This design comes from an exercise in tuning for small area and a short achievable clock period on the open sky130 flow, not from production work.
No run shown here included a check of the RTL's function; only the layout flow was run.

==> flow/design.v (outline; a module is shown in full before it is edited, if it fits) <==
// module coeff_selector: 43 lines
// module iir_filter: 1924 lines
// module iir_fa: 4 lines
// module iir_ha: 4 lines
// module iir_variable_filter: 12 lines
module iir_variable_filter (
    input  wire               clk,
    input  wire               reset_n,
    input  wire        [8:0]  filter_index,
    input  wire signed [15:0] data_in,
    output wire signed [31:0] data_out
);
  // ...
==> flow/run.sh <==
#!/bin/bash
# synth_recipe.tcl (not shown) runs the flow's synth.tcl, then flattens the netlist and writes it again
# the make line also repeats each setting of config.mk as NAME=value (left out here)
make -C /OpenROAD-flow-scripts/flow DESIGN_CONFIG=/design/flow/config.mk WORK_HOME=/design/flow/orfs CLKGATE_MAP_FILE= SYNTH_SCRIPT=/design/flow/synth_recipe.tcl finish
==> flow/config.mk <==
export PLATFORM = sky130hd
export DESIGN_NAME = iir_variable_filter
export DESIGN_NICKNAME = iir_variable_filter
export VERILOG_FILES = /design/flow/design.v
export SDC_FILE = /design/flow/constraint.sdc
export NUM_CORES = 4
export LEC_CHECK = 0
export CAP_MARGIN = 20
export CORE_MARGIN = 2
export CORE_UTILIZATION = 40
export SETUP_SLACK_MARGIN = 5
export SLEW_MARGIN = 20
export SYNTH_HIERARCHICAL = 1
==> flow/constraint.sdc <==
create_clock -name core_clock -period 15.0 [get_ports {clk}]
set_input_delay 3.0000 -clock core_clock [delete_from_list [all_inputs] [get_ports {clk}]]
set_output_delay 3.0000 -clock core_clock [all_outputs]
set_load 0.01 [all_outputs]
==> impl_metrics.yaml, run 1 <==
routing:
  route.top_layer_used: "met4"
  routedWlPerCell_um: 29.1
  vias: 26100
  vias_per_cell: 6.32
  dr.pass1.iters: 8
  drc: 0
setup_path:
  cp.required_ns: 15.39
  cp_top_family: "adder cells"
  worstPathArrival_ns: 10.48
  cpMostUsedCell: "fa_2"
  cp_slowest_cell: "fa_2"
  reg2reg_depth: 27
  max_stage_delay_ns: 0.60
logic_synthesis:
  async_flop_share: 1.00
  yosys.area.top_type_share: 0.384
layout:
  multi_input_area_mm2: 0.0284
  multi_input_area_share: 0.779
  layout_commonest_cell: "fa_1"
  diodes: 0
  fill_cells: 7411
  seq_cell_count: 124
  clock_buffers: 17
clock_network:
  postCtsSetupRepairBufs: 68
  cts_buffer_depth: 2
hold_path:
  worstHoldPathCells: 0
  min_from: "IIR.r_x[0]"
run_status:
  status: "complete, no violations"
grt:
  use_met1: 0.382
  grt_start_max_net_pins: 68
die:
  core_mm2: 0.0786
  die_area_mm2: 0.0813
==> inputs of run 2 (changes only) <==
==> flow/flow/run.sh (new file) <==
#!/bin/bash
set -euo pipefail
bash standard.sh SETUP_SLACK_MARGIN=6.5 finish > flow_make.log 2>&1
==> flow/standard.sh (new file) <==
#!/bin/bash
# synth_recipe.tcl (not shown) runs the flow's synth.tcl, then flattens the netlist and writes it again
# the make line also repeats each setting of config.mk as NAME=value (left out here)
make -C /OpenROAD-flow-scripts/flow DESIGN_CONFIG=/design/flow/config.mk WORK_HOME=/design/flow/orfs CLKGATE_MAP_FILE= SYNTH_SCRIPT=/design/flow/synth_recipe.tcl "${@:-finish}"
--- a/flow/config.mk
+++ b/flow/config.mk
@@ -7,7 +7,7 @@
 export LEC_CHECK = 0
 export CAP_MARGIN = 20
 export CORE_MARGIN = 2
-export CORE_UTILIZATION = 40
+export CORE_UTILIZATION = 60
 export SETUP_SLACK_MARGIN = 5
 export SLEW_MARGIN = 20
 export SYNTH_HIERARCHICAL = 1
removed: flow/run.sh
==> run 2 against run 1 <==
  * Still clean
  * Hold slack got worse by 0.0079 ns
  * Die area decreased by 33%
  * Critical path type unchanged
==> impl_metrics.yaml, run 2 <==
die:
  die_w_um: 234
  ios: 59
  die_area_mm2: 0.0545
  die_y_um: 234
  placementRows: 84
  core_mm2: 0.0523
  start_util: 0.604
logic_synthesis:
  synth_compound_area_frac: 0.182
  synth.cell_area_mm2: 0.0316
  async_flop_share: 1.00
  synth_cell_type_count: 87
  synth_xor_area_frac: 0.170
  syn-num-nets: 3823
  ys_ff_latch: 124
  synth_top_family_by_area: "adder cells"
  synth_edf_count: 0
  synthSimpleGateAreaFrac: 0.0610
  ys.flop_type: "dfrtp_1"
  yosys.area.top_type_share: 0.384
  yosysTopAreaCell: "fa_1"
  synth-adder-area-share: 0.435
  avgSynthCellArea_um2: 10.3
  muxShareOfSynthArea: 0.00447
  ys_seq_area_frac: 0.0981
  syn_inst: 3061
  yosysMostFrequentCell: "fa_1"
  yosysWarnings: 8
  synthTopCellsByCount: "fa_1, xnor2_1, a22oi_1"
  synth.area.top_cells: "fa_1, xnor2_1, a22oi_1, dfrtp_1, ha_1"
grt:
  grt_overflow_total: 0
  track_usage: 0.495
  grt_pass1_wl_mm: 193
  grt_start_max_net_pins: 87
  antenna_found_initial: 8
  first_global_vias: 29000
setup_path:
  cpMostUsedCell: "fa_1"
  cp_slowest_cell: "fa_2"
  cp.required_ns: 15.35
  crit_path_end_kind: "flop"
  cp_top_family: "adder cells"
  path_buf_inv: 5
  worst-setup-path-type: "input pin to flop"
  worstPathArrival_ns: 10.54
  crit_path_max_fanout: 10
  start_kind: "input pin"
  max_stage_delay_ns: 0.66
clock_network:
  ctsHtreeMaxLevel: 4
  cts_tree: "built"
  postCtsHoldBufs: 0
  insertion_delay_ns: 0.48
  cts_buffer_depth: 2
  cts_buffers: 17
  clkSinkCount: 124
  cts_root_buf: "clkbuf_16"
  path_clk_slew_ns: 0.07
timing:
  hold-worst-slack_ns: 0.374
  slew_headroom: 0.154
  tns_ns: 0
  fin_crit_ns: 10.19
  tightest_slew_ns: 1.27
  finalSetupViolCount: 0
  finClkSkew_ns: 0.0171
  slew_violations: 0
  rsz0062_at_grt: "yes"
  hold_viol_final: 0
  max_freq_mhz: 98.1
  post-route-period-util: 0.679
hold_path:
  hold_path_class: "flop to flop"
place:
  finalWeightedCongestion: 1.01
  io_buffers: 58
  hpwl_mm: 86.1
routing:
  dr.pass1.iters: 9
  vias: 27600
  drc: 0
  routed_wl_mm: 132
  detail_route.iter0.violations: 3980
  ant_nets: 0
  vias_per_cell: 7.28
  routedWlPerCell_um: 34.7
layout:
  syn2layout_area_growth_pct: 16.6
  multi_input_area_mm2: 0.0287
  nets: 3856
  drive_gt1_frac: 0.196
  regArea_mm2: 0.00310
  fill_cells: 3895
  layout_commonest_cell: "xnor2_1"
  final_cell_mix: "xnor2_1, fa_1, a22oi_1"
run:
  maxCapViolCount: 0
run_status:
  status: "complete, no violations"
run 2: Yosys stat by module (local to each module, per instance), a selection:
module,cell area (um2),flip-flops and latches,copies in the design,cells inside
iir_filter,16800,124,1,2075
coeff_selector,2340,0,1,355
iir_fa,20.0,0,604,1
iir_ha,12.5,0,27,1
run 2: area by class of cell:
type / count / area share
multi-input cells: 2575 / 0.779
diodes: 4 / 0.000272
clock inverters: 15 / 0.00475
well taps: 688 / 0.0234
clock buffers: 17 / 0.0115
flip-flops and latches: 124 / 0.0842
inverters: 55 / 0.00604
repair buffers: 321 / 0.0906
run 2: logic make-up (layout without fill, tap and decap cells):
kind of cell,after synthesis,in the layout
fa+ha+maj,735,735
xor+xnor,613,613
mux,11,11
buf+inv,367,408
flops,124,124
simple gates,410,411
other cells,0,4
compound gates,801,805
run 2: worst paths after layout:
| path | from | to | slack [ns] | cells past startpoint |
|---|---|---|---|---|
| max | filter_index[0] | IIR.y0[12] | 4.81 | 27 |
| min | IIR.r_x[9] | IIR.x1[9] | 0.37 | 0 |
| max reg2reg | IIR.x1[0] | IIR.y0[15] | 6.42 | 27 |
| min reg2reg | IIR.r_x[9] | IIR.x1[9] | 0.37 | 0 |
| max in group asynchronous | reset_n | IIR.y1[11] | 11.25 | 2 |
| min in group asynchronous | reset_n | IIR.r_x[1] | 2.58 | 1 |
run 2: metal layers:
metal  GRT usage  vias to the layer above  routed length [um]
met5     0.00368                        -                   0
met3       0.179                      756               19200
li1            -                    10600                   -
met1       0.607                    13800               44100
met4       0.379                        0               12700
met2       0.710                     2479               55700
run 2: repair_timing:
item	4_1_cts	5_1_grt
cloned	19	4
resized for setup	260	93
setup buffers	124	34
endpoints found under the setup margin	19	19
pin swaps	98	94
run 2: metrics by stage:
step                      setup slack (ns)   util  instances  instance area, um2
after floorplan                       5.08      -       3061               32200
after global placement                2.56  0.630       3582               33000
after detailed placement              2.53  0.630       3582               33000
after CTS                             4.97  0.689       3757               36100
after global routing                  4.75  0.704       3795               36900
final                                 4.81  0.704       3799               36900
==> module coeff_selector, before the edit <==
module coeff_selector (
    input  logic [8:0] filter_index,
    output logic [83:0] cw,
    output logic       valid
);
    always_comb begin
        case (filter_index[4:0])
            5'd0: cw = 84'b110110000100010101001000000110011001101101010100110100000011101000000010000010011001;
            5'd1: cw = 84'b000000011101110011110000011101111001100001000001111111000010011010000010000100010001;
            5'd2: cw = 84'b000100010100110111101010101110100000101011010000101001100011001010000000001111000111;
            5'd3: cw = 84'b000000011101110111000000000111111100010101000000101110000011011100001000001010010011;
            5'd4: cw = 84'b010100110001100110111100001101010000101011010000111111001011101010001000011010001100;
            5'd5: cw = 84'b011000000011100010000100100001110011011011000000111110001011101010000000010011001101;
            5'd6: cw = 84'b000000001111010001100010011010111001101101110001101101001011101100010010010010000111;
            5'd7: cw = 84'b000110001100100010100000100011110111100011100110001000100011101000100000100111011011;
            5'd8: cw = 84'b001001001011010010001000100010100101001100010101011000000010001100000000111110011100;
            5'd9: cw = 84'b000101000100000000110001100011100001010101001100011000100010110100010100110000010110;
            5'd10: cw = 84'b000000000111110101100000110011110011001010010001000110000011101010001100101000000010;
            5'd11: cw = 84'b000000000000000100010000011011111001000001000000000000000011110000000000111111000000;
            5'd12: cw = 84'b000000000111110010011000110011110011001010010001000111001100001011110000000101010100;
            5'd13: cw = 84'b000101000101000011010001100011100001010111001100011000101101011001000000001101011111;
            5'd14: cw = 84'b001001001011010101110000100010100101101100010101011001001101101001000011010110100001;
            5'd15: cw = 84'b000110001100100101010000100011110111100011100110001000101101010000011011110000111001;
            5'd16: cw = 84'b000000001111011110001010011010111001101101110001101100010100111100000101101101110001;
            5'd17: cw = 84'b011000000011101101111100100001110011011001000000111110010100011100100001001010110001;
            5'd18: cw = 84'b010101110001001011001100001101010000101011010000111111010100011000010001000110000111;
            5'd19: cw = 84'b000000011101111001111000000111111100010101000000101110010100111010000111111100011001;
            5'd20: cw = 84'b000000110011101110111110011001111000101011110001101111011100101110001101111011100100;
            5'd21: cw = 84'b011000000011101111101100100001110011011011000000111110011100101100100001011011100101;
            5'd22: cw = 84'b010001101011001011111100011001011001101101110001111101011100101100010011010010000101;
            5'd23: cw = 84'b000110001101101001101000000011110111100011100010001000010100101010100111111111011001;
            5'd24: cw = 84'b001001001011011110001010101010111101001100110001001000010100011100010101111101110100;
            5'd25: cw = 84'b001101000011001101111101100011110011011101001000011000010100110100110101111010110110;
            5'd26: cw = 84'b000001100011001111001100011011010011001010010001010110010100111000001101101000000010;
            5'd27: cw = 84'b000000000001001101111000001011111001000001000000000000010100110010010111111101001000;
            5'd28: cw = 84'b000000000111111110011010111011111011001010110001000111011100011111110101101101110100;
            5'd29: cw = 84'b001101000011001111111101100011110011011111001000011000011100011101100001001011110111;
            5'd30: cw = 84'b001001101011001111011100001011010101101100010001011001011100111001000011010110100001;
            5'd31: cw = 84'b000110001101101101111000000011110111100011100010001000011100110010011111111000111001;
        endcase
    end
    assign valid = filter_index < 9'd20;
endmodule
==> inputs of run 3 (changes only) <==
--- a/flow/design.v
+++ b/flow/design.v
@@ -3,42 +3,119 @@
     output logic [83:0] cw,
     output logic       valid
 );
+    wire [4:0] f = filter_index[4:0];
+    logic [83:0] rf, rlo, rhi;
     always_comb begin
-        case (filter_index[4:0])
-            5'd0: cw = 84'b110110000100010101001000000110011001101101010100110100000011101000000010000010011001;
-            5'd1: cw = 84'b000000011101110011110000011101111001100001000001111111000010011010000010000100010001;
-            5'd2: cw = 84'b000100010100110111101010101110100000101011010000101001100011001010000000001111000111;
-            5'd3: cw = 84'b000000011101110111000000000111111100010101000000101110000011011100001000001010010011;
-            5'd4: cw = 84'b010100110001100110111100001101010000101011010000111111001011101010001000011010001100;
-            5'd5: cw = 84'b011000000011100010000100100001110011011011000000111110001011101010000000010011001101;
-            5'd6: cw = 84'b000000001111010001100010011010111001101101110001101101001011101100010010010010000111;
-            5'd7: cw = 84'b000110001100100010100000100011110111100011100110001000100011101000100000100111011011;
-            5'd8: cw = 84'b001001001011010010001000100010100101001100010101011000000010001100000000111110011100;
-            5'd9: cw = 84'b000101000100000000110001100011100001010101001100011000100010110100010100110000010110;
-            5'd10: cw = 84'b000000000111110101100000110011110011001010010001000110000011101010001100101000000010;
-            5'd11: cw = 84'b000000000000000100010000011011111001000001000000000000000011110000000000111111000000;
-            5'd12: cw = 84'b000000000111110010011000110011110011001010010001000111001100001011110000000101010100;
-            5'd13: cw = 84'b000101000101000011010001100011100001010111001100011000101101011001000000001101011111;
-            5'd14: cw = 84'b001001001011010101110000100010100101101100010101011001001101101001000011010110100001;
-            5'd15: cw = 84'b000110001100100101010000100011110111100011100110001000101101010000011011110000111001;
-            5'd16: cw = 84'b000000001111011110001010011010111001101101110001101100010100111100000101101101110001;
-            5'd17: cw = 84'b011000000011101101111100100001110011011001000000111110010100011100100001001010110001;
-            5'd18: cw = 84'b010101110001001011001100001101010000101011010000111111010100011000010001000110000111;
-            5'd19: cw = 84'b000000011101111001111000000111111100010101000000101110010100111010000111111100011001;
-            5'd20: cw = 84'b000000110011101110111110011001111000101011110001101111011100101110001101111011100100;
-            5'd21: cw = 84'b011000000011101111101100100001110011011011000000111110011100101100100001011011100101;
-            5'd22: cw = 84'b010001101011001011111100011001011001101101110001111101011100101100010011010010000101;
-            5'd23: cw = 84'b000110001101101001101000000011110111100011100010001000010100101010100111111111011001;
-            5'd24: cw = 84'b001001001011011110001010101010111101001100110001001000010100011100010101111101110100;
-            5'd25: cw = 84'b001101000011001101111101100011110011011101001000011000010100110100110101111010110110;
-            5'd26: cw = 84'b000001100011001111001100011011010011001010010001010110010100111000001101101000000010;
-            5'd27: cw = 84'b000000000001001101111000001011111001000001000000000000010100110010010111111101001000;
-            5'd28: cw = 84'b000000000111111110011010111011111011001010110001000111011100011111110101101101110100;
-            5'd29: cw = 84'b001101000011001111111101100011110011011111001000011000011100011101100001001011110111;
-            5'd30: cw = 84'b001001101011001111011100001011010101101100010001011001011100111001000011010110100001;
-            5'd31: cw = 84'b000110001101101101111000000011110111100011100010001000011100110010011111111000111001;
+        case (f[3:0])
+            4'd0: rlo = 84'b110110000100010101001000000110011001101101010100110100000011101000000010000010001101;
+            4'd1: rlo = 84'b000000011101110011110000011101111001100001000001111111000010011010000010000100001011;
+            4'd2: rlo = 84'b000100010100110111101010101110100000101011010000101001100011101010000000001111000111;
+            4'd3: rlo = 84'b000000011101110111000000000111111100010101000000101110000011011100001000001010000011;
+            4'd4: rlo = 84'b010100110001100110111100001101010000101011010000111111001011101010001000011010001101;
+            4'd5: rlo = 84'b011000000011100010000100100001110011011011000000111110001011101010000000010011001001;
+            4'd6: rlo = 84'b000000001111010001110010011010111001101101110001101101001011101100010010010010000111;
+            4'd7: rlo = 84'b000110001100100010100000100011110111100011100110001000100011101000100000100111011011;
+            4'd8: rlo = 84'b001001001011010010001000100010100101001100010101011000000010001100000000111110011100;
+            4'd9: rlo = 84'b000101000100000000110001100011100001010101001100011000100010110100010100110000010110;
+            4'd10: rlo = 84'b000000000111110101100000110011110011001010010001000110000011101010001100101000000010;
+            4'd11: rlo = 84'b000000000000000100000000011011111001000001000000000000000011110000000000111111000000;
+            4'd12: rlo = 84'b000000000111110010011000110011110011001010010001000111001100001011110000000101010100;
+            4'd13: rlo = 84'b000101000101000011010001100011100001010111001100011000101101011001000000001101011101;
+            4'd14: rlo = 84'b001001001011010101110000100010100101101100010101011001001101101001000011010110100001;
+            4'd15: rlo = 84'b000110001100100101010000100011110111100011100110001000101101010000011011110000111001;
+        endcase
+        case (f[1:0])
+            2'd0: rhi = 84'b000000001111011110001010011010111001101101110001101100010100011100000101101101110001;
+            2'd1: rhi = 84'b011000000011101101111100100001110011011001000000111110010100011100100001001010110001;
+            2'd2: rhi = 84'b010101110001001011001100001101010000101101010000111111010100011000010001000110010111;
+            2'd3: rhi = 84'b000000011101111001111000000111111100010101000000101110010100111010000111111100011001;
         endcase
     end
+    assign rf = f[4] ? rhi : rlo;
+    assign cw[0] = rf[0];
+    assign cw[1] = rf[1];
+    assign cw[2] = rf[2];
+    assign cw[3] = rf[3];
+    assign cw[4] = rf[4];
+    assign cw[5] = rf[5];
+    assign cw[6] = rf[6];
+    assign cw[7] = rf[7];
+    assign cw[8] = rf[8];
+    assign cw[9] = rf[9];
+    assign cw[10] = rf[10];
+    assign cw[11] = rf[11];
+    assign cw[12] = rf[12];
+    assign cw[13] = rf[13];
+    assign cw[14] = rf[14];
+    assign cw[15] = rf[15];
+    assign cw[16] = rf[16];
+    assign cw[17] = rf[17];
+    assign cw[18] = rf[18];
+    assign cw[19] = rf[19];
+    assign cw[20] = rf[20];
+    assign cw[21] = rf[21];
+    assign cw[22] = rf[22];
+    assign cw[23] = rf[23];
+    assign cw[24] = rf[24];
+    assign cw[25] = rf[25];
+    assign cw[26] = rf[26];
+    assign cw[27] = rf[27];
+    assign cw[28] = rf[28];
+    assign cw[29] = rf[29];
+    assign cw[30] = rf[30];
+    assign cw[31] = rf[31];
+    assign cw[32] = rf[32];
+    assign cw[33] = rf[33];
+    assign cw[34] = rf[34];
+    assign cw[35] = rf[35];
+    assign cw[36] = rf[36];
+    assign cw[37] = rf[37];
+    assign cw[38] = rf[38];
+    assign cw[39] = rf[39];
+    assign cw[40] = rf[40];
+    assign cw[41] = rf[41];
+    assign cw[42] = rf[42];
+    assign cw[43] = rf[43];
+    assign cw[44] = rf[44];
+    assign cw[45] = rf[45];
+    assign cw[46] = rf[46];
+    assign cw[47] = rf[47];
+    assign cw[48] = rf[48];
+    assign cw[49] = rf[49];
+    assign cw[50] = rf[50];
+    assign cw[51] = rf[51];
+    assign cw[52] = rf[52];
+    assign cw[53] = rf[53];
+    assign cw[54] = rf[54];
+    assign cw[55] = rf[55];
+    assign cw[56] = rf[56];
+    assign cw[57] = rf[57];
+    assign cw[58] = rf[58];
+    assign cw[59] = rf[59];
+    assign cw[60] = rf[60];
+    assign cw[61] = rf[61];
+    assign cw[62] = rf[62];
+    assign cw[63] = rf[63];
+    assign cw[64] = rf[64];
+    assign cw[65] = rf[65];
+    assign cw[66] = rf[66];
+    assign cw[67] = rf[67];
+    assign cw[68] = rf[68];
+    assign cw[69] = rf[69];
+    assign cw[70] = rf[70];
+    assign cw[71] = rf[71];
+    assign cw[72] = rf[72];
+    assign cw[73] = rf[73];
+    assign cw[74] = rf[74];
+    assign cw[75] = rf[75];
+    assign cw[76] = rf[76];
+    assign cw[77] = rf[77];
+    assign cw[78] = rf[78];
+    assign cw[79] = rf[79];
+    assign cw[80] = rf[80];
+    assign cw[81] = rf[81];
+    assign cw[82] = rf[82];
+    assign cw[83] = rf[83];
     assign valid = filter_index < 9'd20;
 endmodule
 module iir_filter (
==> flow/run.sh (new file) <==
#!/bin/bash
# synth_recipe.tcl (not shown) runs the flow's synth.tcl, then flattens the netlist and writes it again
# the make line also repeats each setting of config.mk as NAME=value (left out here)
make -C /OpenROAD-flow-scripts/flow DESIGN_CONFIG=/design/flow/config.mk WORK_HOME=/design/flow/orfs CLKGATE_MAP_FILE= SYNTH_SCRIPT=/design/flow/synth_recipe.tcl finish
--- a/flow/config.mk
+++ b/flow/config.mk
@@ -7,7 +7,7 @@
 export LEC_CHECK = 0
 export CAP_MARGIN = 20
 export CORE_MARGIN = 2
-export CORE_UTILIZATION = 60
+export CORE_UTILIZATION = 50
 export SETUP_SLACK_MARGIN = 5
 export SLEW_MARGIN = 20
 export SYNTH_HIERARCHICAL = 1
removed: flow/flow/run.sh
removed: flow/standard.sh
==> run 3 against run 2 <==
  * Synthesized cell count decreased by 2.7%
  * Hold slack better by 0.011 ns
  * Die area up 17%
  * Final cell count shrank 0.76%
  * Setup slack better by 0.24 ns
  * Sequential cell count is the same
==> impl_metrics.yaml, run 3 <==
hold_path:
  hold_path_class: "flop to flop"
  worstHoldPathCells: 0
layout:
  syn2layout_area_growth_pct: 13.4
  final_cell_mix: "fa_1, xnor2_1, a22oi_1"
  final_core_util: 0.571
  layout_commonest_cell: "fa_1"
  fill_cells: 5266
  drive_gt1_frac: 0.152
  nets: 3723
logic_synthesis:
  async_flop_share: 1.00
  synthTopCellsByCount: "fa_1, xnor2_1, a22oi_1"
  ys_ff_latch: 124
  ys.flop_type: "dfrtp_1"
  synth_cell_type_count: 86
  syn_inst: 2979
  ys_seq_area_frac: 0.100
  synth_edf_count: 0
  yosysWarnings: 8
  synth.area.top_cells: "fa_1, xnor2_1, a22oi_1, dfrtp_1, ha_1"
  yosysMostFrequentCell: "fa_1"
  avgSynthCellArea_um2: 10.4
  yosysTopAreaCell: "fa_1"
  syn-num-nets: 3736
  yosys.area.top_type_share: 0.392
  synth.cell_area_mm2: 0.0310
run_status:
  status: "complete, no violations"
routing:
  vias: 26000
  routed_wl_mm: 128
  drc: 0
  vias_per_cell: 6.90
  detail_route.iter0.violations: 3258
  routedWlPerCell_um: 34.1
  dr.pass1.iters: 6
  ant_nets: 0
grt:
  grt_overflow_total: 0
  antenna_found_initial: 4
  first_global_vias: 27600
  grt_start_max_net_pins: 75
  track_usage: 0.410
  grt_pass1_wl_mm: 187
setup_path:
  cp.required_ns: 15.37
  max_stage_delay_ns: 0.54
  cpMostUsedCell: "fa_1"
  cp_slowest_cell: "fa_1"
  start_kind: "input pin"
  crit_path_end_kind: "flop"
  crit_path_max_fanout: 19
  worstPathArrival_ns: 10.32
  worst-setup-path-type: "input pin to flop"
  reg2reg_depth: 25
clock_network:
  insertion_delay_ns: 0.51
  cts_buffers: 17
  path_clk_slew_ns: 0.07
  ctsHtreeMaxLevel: 4
  clkSinkCount: 124
  cts_root_buf: "clkbuf_16"
  cts_buffer_depth: 2
  postCtsHoldBufs: 0
  cts_tree: "built"
die:
  die_area_mm2: 0.0640
  placementRows: 91
  die_y_um: 253
  start_util: 0.504
  core_mm2: 0.0615
  die_w_um: 253
  ios: 59
timing:
  slew_violations: 0
  tightest_slew_ns: 1.24
  finClkSkew_ns: 0.0150
  finalSetupViolCount: 0
  tns_ns: 0
  post-route-period-util: 0.663
  max_freq_mhz: 101
  slew_headroom: 0.172
  hold_viol_final: 0
  fin_crit_ns: 9.95
  rsz0062_at_grt: "yes"
  hold-worst-slack_ns: 0.385
place:
  io_buffers: 58
  hpwl_mm: 88.5
  finalWeightedCongestion: 0.988
run:
  maxCapViolCount: 0
run 3: changes by cell type in the layout (fill, tap and decap cells not counted), moves of 8 or more:
cell,before,now
fa_1,536,575
fa_2,71,32
buf_4,168,141
a22oi_2,41,16
a22oi_1,396,418
buf_6,44,27
nand2b_1,21,9
a31oi_4,11,3
buf_12,29,21
run 3: cell type report:
class	count	area, um2	area share
multi-input cells	2509	27600	0.786
clock inverters	15	204	0.00581
inverters	52	209	0.00595
clock buffers	17	425	0.0121
flip-flops and latches	124	3100	0.0883
well taps	790	988	0.0281
diodes	1	2.50	0.0000712
repair buffers	262	2580	0.0735
run 3: timing repair:
item	in CTS	in global routing
endpoints found under the setup margin	19	17
resized for setup	139	176
gates cloned	4	5
buffers inserted	55	54
hold endpoints to repair	0	0
pin swaps	31	83
run 3: worst paths after layout:
path	start	end	slack (ns)
setup / recovery	filter_index[1]	IIR.y0[12]	5.05
hold / removal	IIR.r_x[6]	IIR.x1[6]	0.38
setup reg to reg	IIR.x1[0]	IIR.y0[18]	6.74
hold reg to reg	IIR.r_x[6]	IIR.x1[6]	0.38
max in group asynchronous	reset_n	IIR.y1[5]	11.03
min in group asynchronous	reset_n	IIR.r_x[13]	2.51
run 3: routing by layer:
layer / wire length, um / up-vias / GRT usage / share of wire
li1: - / 10200 / - / -
met3: 16100 / 594 / 0.128 / 0.13
met2: 55100 / 2006 / 0.604 / 0.43
met4: 11700 / 2 / 0.296 / 0.091
met1: 45500 / 13300 / 0.510 / 0.35
met5: 12 / - / 0 / 0.000093
run 3: cells by family (layout without fill, tap and decap cells):
kind of cell             count (synthesis)  in the layout  synth area share
multiplexers                             9              9           0.00295
other                                    0              1                 0
XOR/XNOR                               612            612             0.173
flip-flops                             124            124             0.100
buffers and inverters                  347            346            0.0463
adder cells (fa/ha/maj)                730            730             0.442
AND/OR/NAND/NOR                        392            392            0.0599
AO/OA/AOI/OAI                          765            766             0.176
run 3: Yosys stat by module (local to each module, per instance), a selection:
| module | copies in the design | flops+latches | cell area, um2 | cells inside |
|---|---|---|---|---|
| iir_filter | 1 | 124 | 16800 | 2075 |
| coeff_selector | 1 | 0 | 1710 | 273 |
| iir_fa | 604 | 0 | 20.0 | 1 |
| iir_ha | 27 | 0 | 12.5 | 1 |
run 3: worst max-delay path: cells and delay by family:
family          cells  cell delay, ns
fa+ha+maj           9            3.90
compound gates      4            0.87
xor+xnor            2            0.37
simple gates        7            1.29
buf+inv             5            0.85
run 3: metrics by stage:
step           instance area [um2]  cells  setup slack [ns]
2_1_floorplan                31100   2979              4.96
3_3_place_gp                 32200   3619              2.43
4_1_cts                      33900   3710              4.99
6_report                     35100   3770              5.05
3_5_place_dp                 32200   3619              2.33
5_1_grt                      35100   3769              4.89

-- static timing again, ports no longer ideal --
The flow's constraints put no driver on any port. The routed layouts listed below were extracted and timed again, unchanged, in two steps.
Step 1 (the two cells are an assumption about what drives the block):
set clk [get_ports {clk}]
set_driving_cell -lib_cell sky130_fd_sc_hd__clkbuf_16 $clk
set_driving_cell -lib_cell sky130_fd_sc_hd__buf_2 [delete_from_list [all_inputs] $clk]
Step 2, shift: input delay + t, output delay - t, t = (earliest + latest rising clock arrival at the registers) / 2. This alone moves slack from input paths to output paths.
a / b / c = ideal ports / drivers / drivers and shift; a / b = the first two.
| run | t, ns | setup slack, ns | clock arrival spread, ns |
|---|---|---|---|
| run 1 | 0.552 | 4.913 / 4.932 / 4.380 | 0.022 / 0.021 |
| run 2 | 0.538 | 4.809 / 4.833 / 4.295 | 0.017 / 0.017 |
| run 3 | 0.562 | 5.053 / 4.945 / 4.383 | 0.015 / 0.015 |
After both steps every run listed still meets setup and hold. For run 3, which loses most, drivers alone change the setup slack by -0.108 ns; drivers and shift together by -0.670 ns.
